Context: an optimization exercise on an open-source flow, tuned for small area, a short achievable clock period and few clock cycles per item. The choices shown serve that exercise and are no tape-out recipe.
The RTL was checked by simulation tests, not by an equivalence proof against the original design.
The clock port is modelled as an ideal driver, which makes a skipped or thinned clock tree look cheaper than it is; a real chip needs a root buffer or a tree.
Power figures rest on the tool's default switching activity, not on a simulated workload.

Setup of run 1:
## fp_add
module fp_add (
    input  [63:0] in_A,
    input  [63:0] in_B,
    input         clk,
    input         rst_n,
    input         in_valid,
    output [63:0] result,
    output        out_valid
);
integer k;
reg [6:0] v;
always @(posedge clk or negedge rst_n) begin
    if (!rst_n) v <= 7'd0;
    else        v <= {v[5:0], in_valid};
end
assign out_valid = v[6];
wire hA_i = |in_A[62:52], hB_i = |in_B[62:52];
reg [63:0] a0, b0;
reg        hA, hB;
always @(posedge clk) begin
    a0 <= {in_A[63:53], in_A[52] | ~hA_i, in_A[51:0]};
    b0 <= {in_B[63:53], in_B[52] | ~hB_i, in_B[51:0]};
    hA <= hA_i;
    hB <= hB_i;
end
wire        sA = a0[63], sB = b0[63];
wire [10:0] eA = a0[62:52], eB = b0[62:52];
wire [51:0] mA = a0[51:0],  mB = b0[51:0];
wire [52:0] fA = {hA, mA};
wire [52:0] fB = {hB, mB};
wire        infA = &eA, infB = &eB;
wire        nanA = infA & (|mA), nanB = infB & (|mB);
wire [11:0] dAB, dBA;
genvar sg, sl, si;
generate
    for (sg = 0; sg < 2; sg = sg + 1) begin : SUBS
        wire [10:0] u = sg ? eB : eA;
        wire [10:0] w = sg ? ~eA : ~eB;
        wire [11:0] sG [0:4];
        wire [11:0] sP [0:4];
        assign sG[0] = {u & w, 1'b1};
        assign sP[0] = {u ^ w, 1'b0};
        for (sl = 0; sl < 4; sl = sl + 1) begin : LV
            for (si = 0; si < 12; si = si + 1) begin : B
                if (si >= (1 << sl)) begin : C
                    assign sG[sl+1][si] = sG[sl][si] | (sP[sl][si] & sG[sl][si - (1 << sl)]);
                    assign sP[sl+1][si] = sP[sl][si] & sP[sl][si - (1 << sl)];
                end else begin : N
                    assign sG[sl+1][si] = sG[sl][si];
                    assign sP[sl+1][si] = sP[sl][si];
                end
            end
        end
        wire [11:0] r = {~sG[4][11], sP[0][11:1] ^ sG[4][10:0]};
        if (sg == 0) begin : AB
  ...
For scale: ~4200 cells after synthesis, ~200 I/O pins.
==> flow/config.mk <==
export PLATFORM = sky130hd
export DESIGN_NAME = fp_add
export DESIGN_NICKNAME = fp_add
export VERILOG_FILES = /design/flow/design.v
export SDC_FILE = /design/flow/constraint.sdc
export NUM_CORES = 8
export LEC_CHECK = 0
export CAP_MARGIN = 20
export CORE_MARGIN = 2
export CORE_UTILIZATION = 63
export SLEW_MARGIN = 20
==> flow/constraint.sdc <==
create_clock -name core_clock -period 10.0 [get_ports {clk}]
set_input_delay 2.0000 -clock core_clock [delete_from_list [all_inputs] [get_ports {clk}]]
set_output_delay 2.0000 -clock core_clock [all_outputs]
set_load 0.01 [all_outputs]
standard.sh (not shown) runs the stock make flow with config.mk's settings and CLKGATE_MAP_FILE= SYNTH_SCRIPT=/design/flow/synth_recipe.tcl, a recipe that flattens the netlist after the stock synthesis.
==> flow/flow/run.sh <==
#!/bin/bash
set -euo pipefail
TREE=$PWD/flow/cts_tree.tcl
PORTS="BUFFER_PORTS_ARGS=-inputs -outputs -buffer_cell sky130_fd_sc_hd__buf_1"
MY_ABC_SCRIPT=$PWD/flow/map.abc bash standard.sh SYNTH_SCRIPT=$PWD/flow/my_synth.tcl synth > synth.log 2>&1
bash standard.sh SETUP_SLACK_MARGIN=7.15 floorplan > floorplan.log 2>&1
bash standard.sh SETUP_SLACK_MARGIN=7.15 "$PORTS" place > place.log 2>&1
bash standard.sh SETUP_SLACK_MARGIN=7.15 PRE_CTS_TCL=$TREE cts > cts.log 2>&1
for step in grt route finish; do
  bash standard.sh SETUP_SLACK_MARGIN=7.15 $step > $step.log 2>&1
done
==> flow/flow/cts_tree.tcl <==
# Sourced by ORFS's cts.tcl (PRE_CTS_TCL) in place of TritonCTS: builds a
# two-level clock tree. Four root buffers on the clock port each drive a
# quarter of the leaf buffers (split by position); each leaf buffer sits at
# the centre of a k-means cluster
# of flip-flops and drives them. All flip-flops see the same two buffer
# stages; the tree only shortens the clock's insertion delay. The roots are
# buf_16; a leaf is buf_8, or buf_12 when it drives more than 20
# flip-flops (plain buffers: faster than the clkbuf cells at these loads).
proc my_clock_tree { {nleaf 20} {nroot 4} } {
  set db [ord::get_db]
  set block [ord::get_db_block]
  set master [$db findMaster sky130_fd_sc_hd__buf_16]
  set m8 [$db findMaster sky130_fd_sc_hd__buf_8]
  set m12 [$db findMaster sky130_fd_sc_hd__buf_12]
  set clk_net [$block findNet clk]
  set sinks {}
  foreach it [$clk_net getITerms] {
    set inst [$it getInst]
    set bb [$inst getBBox]
    lappend sinks [list $it [expr {([$bb xMin] + [$bb xMax]) / 2.0}] [expr {([$bb yMin] + [$bb yMax]) / 2.0}]]
  }
  set n [llength $sinks]
  # k-means: seed with sinks spread by sorted order
  set sorted [lsort -real -index 1 $sinks]
  set cx {}; set cy {}
  for {set k 0} {$k < $nleaf} {incr k} {
    set s [lindex $sorted [expr {int(($k + 0.5) * $n / $nleaf)}]]
    lappend cx [lindex $s 1]; lappend cy [lindex $s 2]
  }
  for {set iter 0} {$iter < 30} {incr iter} {
    set sx [lrepeat $nleaf 0.0]; set sy [lrepeat $nleaf 0.0]; set cnt [lrepeat $nleaf 0]
    set assign {}
    foreach s $sinks {
      set x [lindex $s 1]; set y [lindex $s 2]
      set best 0; set bd 1e30
      for {set k 0} {$k < $nleaf} {incr k} {
        set d [expr {abs($x - [lindex $cx $k]) + abs($y - [lindex $cy $k])}]
        if {$d < $bd} { set bd $d; set best $k }
      }
      lappend assign $best
      lset sx $best [expr {[lindex $sx $best] + $x}]
      lset sy $best [expr {[lindex $sy $best] + $y}]
      lset cnt $best [expr {[lindex $cnt $best] + 1}]
    }
    for {set k 0} {$k < $nleaf} {incr k} {
      if {[lindex $cnt $k] > 0} {
        lset cx $k [expr {[lindex $sx $k] / [lindex $cnt $k]}]
        lset cy $k [expr {[lindex $sy $k] / [lindex $cnt $k]}]
      }
    }
  }
  # roots: k-means of leaf centres into nroot groups
  set leaves {}
  for {set k 0} {$k < $nleaf} {incr k} { lappend leaves [list $k [lindex $cx $k] [lindex $cy $k]] }
  set lsorted [lsort -real -index 1 $leaves]
  # roots: split the leaves at the median x, then each half at its median
  # y, into four equal groups; each root sits at its group's centre
  set rassign [lrepeat $nleaf 0]
  set byx [lsort -real -index 1 $leaves]
  set half [expr {$nleaf / 2}]
  set groups [list [lrange $byx 0 [expr {$half - 1}]] [lrange $byx $half end]]
  set r 0
  set rx {}; set ry {}
  foreach grp $groups {
    set byy [lsort -real -index 2 $grp]
    set hh [expr {[llength $byy] / 2}]
    foreach sub [list [lrange $byy 0 [expr {$hh - 1}]] [lrange $byy $hh end]] {
      set sx 0.0; set sy 0.0
      foreach l $sub { lset rassign [lindex $l 0] $r; set sx [expr {$sx + [lindex $l 1]}]; set sy [expr {$sy + [lindex $l 2]}] }
      lappend rx [expr {$sx / [llength $sub]}]; lappend ry [expr {$sy / [llength $sub]}]
      incr r
    }
  }
  set w [$master getWidth]; set h [$master getHeight]
  # root buffers
  set rnets {}
  for {set r 0} {$r < $nroot} {incr r} {
    set inst [odb::dbInst_create $block $master "clkroot_$r"]
    set net [odb::dbNet_create $block "clkroot_net_$r"]
    $net setSigType CLOCK
    [$inst findITerm A] connect $clk_net
    [$inst findITerm X] connect $net
    $inst setLocation [expr {int([lindex $rx $r] - $w / 2)}] [expr {int([lindex $ry $r] - $h / 2)}]
    $inst setPlacementStatus PLACED
    lappend rnets $net
  }
  # leaf buffers
  set lcnt [lrepeat $nleaf 0]
  foreach a $assign { lset lcnt $a [expr {[lindex $lcnt $a] + 1}] }
  set lnets {}
  for {set k 0} {$k < $nleaf} {incr k} {
    set lm [expr {[lindex $lcnt $k] > 20 ? $m12 : $m8}]
    set inst [odb::dbInst_create $block $lm "clkleaf_$k"]
    set net [odb::dbNet_create $block "clkleaf_net_$k"]
    $net setSigType CLOCK
    [$inst findITerm A] connect [lindex $rnets [lindex $rassign $k]]
    [$inst findITerm X] connect $net
    $inst setLocation [expr {int([lindex $cx $k] - [$lm getWidth] / 2)}] [expr {int([lindex $cy $k] - [$lm getHeight] / 2)}]
    $inst setPlacementStatus PLACED
    lappend lnets $net
  }
  set i 0
  foreach s $sinks {
    set it [lindex $s 0]
    $it disconnect
    $it connect [lindex $lnets [lindex $assign $i]]
    incr i
  }
  $clk_net setSigType CLOCK
  puts "my_clock_tree: $n sinks, $nleaf leaves, $nroot roots"
}

rename clock_tree_synthesis tritoncts_clock_tree_synthesis
proc clock_tree_synthesis { args } {
  my_clock_tree 40 4
}
Other scripts of this flow, unchanged in this note and not shown: flow/flow/map.abc, flow/flow/my_synth.tcl
Run 1: PASS, flow complete, no timing, DRC or antenna violations
Testbench counts of run 1, summed over its fixed seeds: cycles 80,056, items 80,000.
Edits applied to the flow inputs when going from run 1 to run 2:
==> flow/flow/run.sh <==
#!/bin/bash
set -euo pipefail
TREE=$PWD/flow/cts_tree.tcl
PORTS="BUFFER_PORTS_ARGS=-inputs -outputs -buffer_cell sky130_fd_sc_hd__buf_1"
MY_ABC_SCRIPT=$PWD/flow/map.abc bash standard.sh SYNTH_SCRIPT=$PWD/flow/my_synth.tcl synth > synth.log 2>&1
bash standard.sh SETUP_SLACK_MARGIN=7.1 floorplan > floorplan.log 2>&1
bash standard.sh SETUP_SLACK_MARGIN=7.1 "$PORTS" place > place.log 2>&1
bash standard.sh SETUP_SLACK_MARGIN=7.1 PRE_CTS_TCL=$TREE cts > cts.log 2>&1
for step in grt route finish; do
  bash standard.sh SETUP_SLACK_MARGIN=7.1 $step > $step.log 2>&1
done
-- flow/flow/cts_tree.tcl --
<<< run 1, line 2
# two-level clock tree. Four root buffers on the clock port each drive a
# quarter of the leaf buffers (split by position); each leaf buffer sits at
# the centre of a k-means cluster
>>> run 2, line 2
# two-level clock tree. Root buffers on the clock port each drive a group
# of leaf buffers; each leaf buffer sits at the centre of a k-means cluster
<<< run 1, line 56
  # roots: split the leaves at the median x, then each half at its median
  # y, into four equal groups; each root sits at its group's centre
>>> run 2, line 55
  set rx {}; set ry {}
  for {set r 0} {$r < $nroot} {incr r} {
    set s [lindex $lsorted [expr {int(($r + 0.5) * $nleaf / $nroot)}]]
    lappend rx [lindex $s 1]; lappend ry [lindex $s 2]
  }
<<< run 1, line 59
  set byx [lsort -real -index 1 $leaves]
  set half [expr {$nleaf / 2}]
  set groups [list [lrange $byx 0 [expr {$half - 1}]] [lrange $byx $half end]]
  set r 0
  set rx {}; set ry {}
  foreach grp $groups {
    set byy [lsort -real -index 2 $grp]
    set hh [expr {[llength $byy] / 2}]
    foreach sub [list [lrange $byy 0 [expr {$hh - 1}]] [lrange $byy $hh end]] {
      set sx 0.0; set sy 0.0
      foreach l $sub { lset rassign [lindex $l 0] $r; set sx [expr {$sx + [lindex $l 1]}]; set sy [expr {$sy + [lindex $l 2]}] }
      lappend rx [expr {$sx / [llength $sub]}]; lappend ry [expr {$sy / [llength $sub]}]
      incr r
>>> run 2, line 61
  for {set iter 0} {$iter < 20} {incr iter} {
    set sx [lrepeat $nroot 0.0]; set sy [lrepeat $nroot 0.0]; set cnt [lrepeat $nroot 0]
    for {set k 0} {$k < $nleaf} {incr k} {
      set x [lindex $cx $k]; set y [lindex $cy $k]
      set best 0; set bd 1e30
      for {set r 0} {$r < $nroot} {incr r} {
        set d [expr {abs($x - [lindex $rx $r]) + abs($y - [lindex $ry $r])}]
        if {$d < $bd} { set bd $d; set best $r }
      }
      lset rassign $k $best
      lset sx $best [expr {[lindex $sx $best] + $x}]
      lset sy $best [expr {[lindex $sy $best] + $y}]
      lset cnt $best [expr {[lindex $cnt $best] + 1}]
    }
    for {set r 0} {$r < $nroot} {incr r} {
      if {[lindex $cnt $r] > 0} {
        lset rx $r [expr {[lindex $sx $r] / [lindex $cnt $r]}]
        lset ry $r [expr {[lindex $sy $r] / [lindex $cnt $r]}]
      }
From run 1 to run 2 the numbers moved as follows: placeable core region flat, register area has remained practically unchanged, met3 track demand over resource went up by 0.36 points, fraction of met1 tracks used by global routing went down 0.24 points, layout overhead on the synthesized area moved down.
Measured against each other, run 2 and run 1 differ in worst relative slew slack, the higher figure coming from run 1.
Global-route wire length before repair improves in run 2 relative to run 1.
Between run 2 and run 1, the via count does not differ in any meaningful way.
For share of total power in combinational logic, run 2 and run 1 come out practically identical.
Modified inputs, run 3 compared to run 2
# run 2
export LEC_CHECK = 0
export CAP_MARGIN = 20
export CORE_MARGIN = 2
export CORE_UTILIZATION = 63
export SLEW_MARGIN = 20
create_clock -name core_clock -period 10.0 [get_ports {clk}]
# run 3
export LEC_CHECK = 0
export CAP_MARGIN = 20
export CORE_MARGIN = 2
export CORE_UTILIZATION = 58
export SLEW_MARGIN = 20
create_clock -name core_clock -period 10.0 [get_ports {clk}]
-- flow/flow/cts_tree.tcl --
<<< run 2, line 5
# stages; the tree only shortens the clock's insertion delay. The roots are
# buf_16; a leaf is buf_8, or buf_12 when it drives more than 20
# flip-flops (plain buffers: faster than the clkbuf cells at these loads).
proc my_clock_tree { {nleaf 20} {nroot 4} } {
>>> run 3, line 5
# stages; the tree only shortens the clock's insertion delay.
proc my_clock_tree { {nleaf 20} {nroot 4} {bufname sky130_fd_sc_hd__clkbuf_16} } {
<<< run 2, line 11
  set master [$db findMaster sky130_fd_sc_hd__buf_16]
  set m8 [$db findMaster sky130_fd_sc_hd__buf_8]
  set m12 [$db findMaster sky130_fd_sc_hd__buf_12]
>>> run 3, line 9
  set master [$db findMaster $bufname]
<<< run 2, line 96
  set lcnt [lrepeat $nleaf 0]
  foreach a $assign { lset lcnt $a [expr {[lindex $lcnt $a] + 1}] }
>>> run 3, line 92
<<< run 2, line 100
    set lm [expr {[lindex $lcnt $k] > 20 ? $m12 : $m8}]
    set inst [odb::dbInst_create $block $lm "clkleaf_$k"]
>>> run 3, line 94
    set inst [odb::dbInst_create $block $master "clkleaf_$k"]
<<< run 2, line 106
    $inst setLocation [expr {int([lindex $cx $k] - [$lm getWidth] / 2)}] [expr {int([lindex $cy $k] - [$lm getHeight] / 2)}]
>>> run 3, line 99
    $inst setLocation [expr {int([lindex $cx $k] - $w / 2)}] [expr {int([lindex $cy $k] - $h / 2)}]
Results
Run 3 ends up with a worst hold slack that is 0.014 ns lower than in run 2. Run 2 → run 3: detailed-route wire length on metal 1 picked up an extra 1500 um; amount of wire on met2 after detailed routing picked up an extra 4.6%; share of power burned in registers lost 1.3 points; power consumption picked up an extra about 3.4%; minimum clock period picked up an extra 0.073 ns. Compared with run 2, global-route wire length before repair in run 3 increased by a few percent. In the final reports, the cell area of run 3 is larger than that of run 2.
In every run of this note, the design's own scripts or RTL, not TritonCTS, make the clock network.

port drivers added, routing unchanged:
In the flow no input, the clock included, has a driving cell. The finished layouts below were timed again as built, in two steps.
Step 1: set_driving_cell puts a clkbuf_16 on clk and a buf_2 on each other input, an assumption about the parent block.
Step 2 also shifts input and output timing later by t, the mid clock arrival at the registers, as if the neighbouring blocks saw the same clock.
Three values: no drivers, after step 1, after step 2; two values: the first two.
run	t, ns	setup WS [ns]	worst setup path after step 2	latest minus earliest clock arrival (ns)
run 1	0.489	7.163 / 7.011 / 7.170	input to register	0.075 / 0.075
run 2	0.483	7.127 / 6.976 / 7.132	register to register	0.108 / 0.109
run 3	0.546	7.055 / 6.906 / 7.203	input to register	0.113 / 0.113
After both steps every run listed still meets setup and hold.
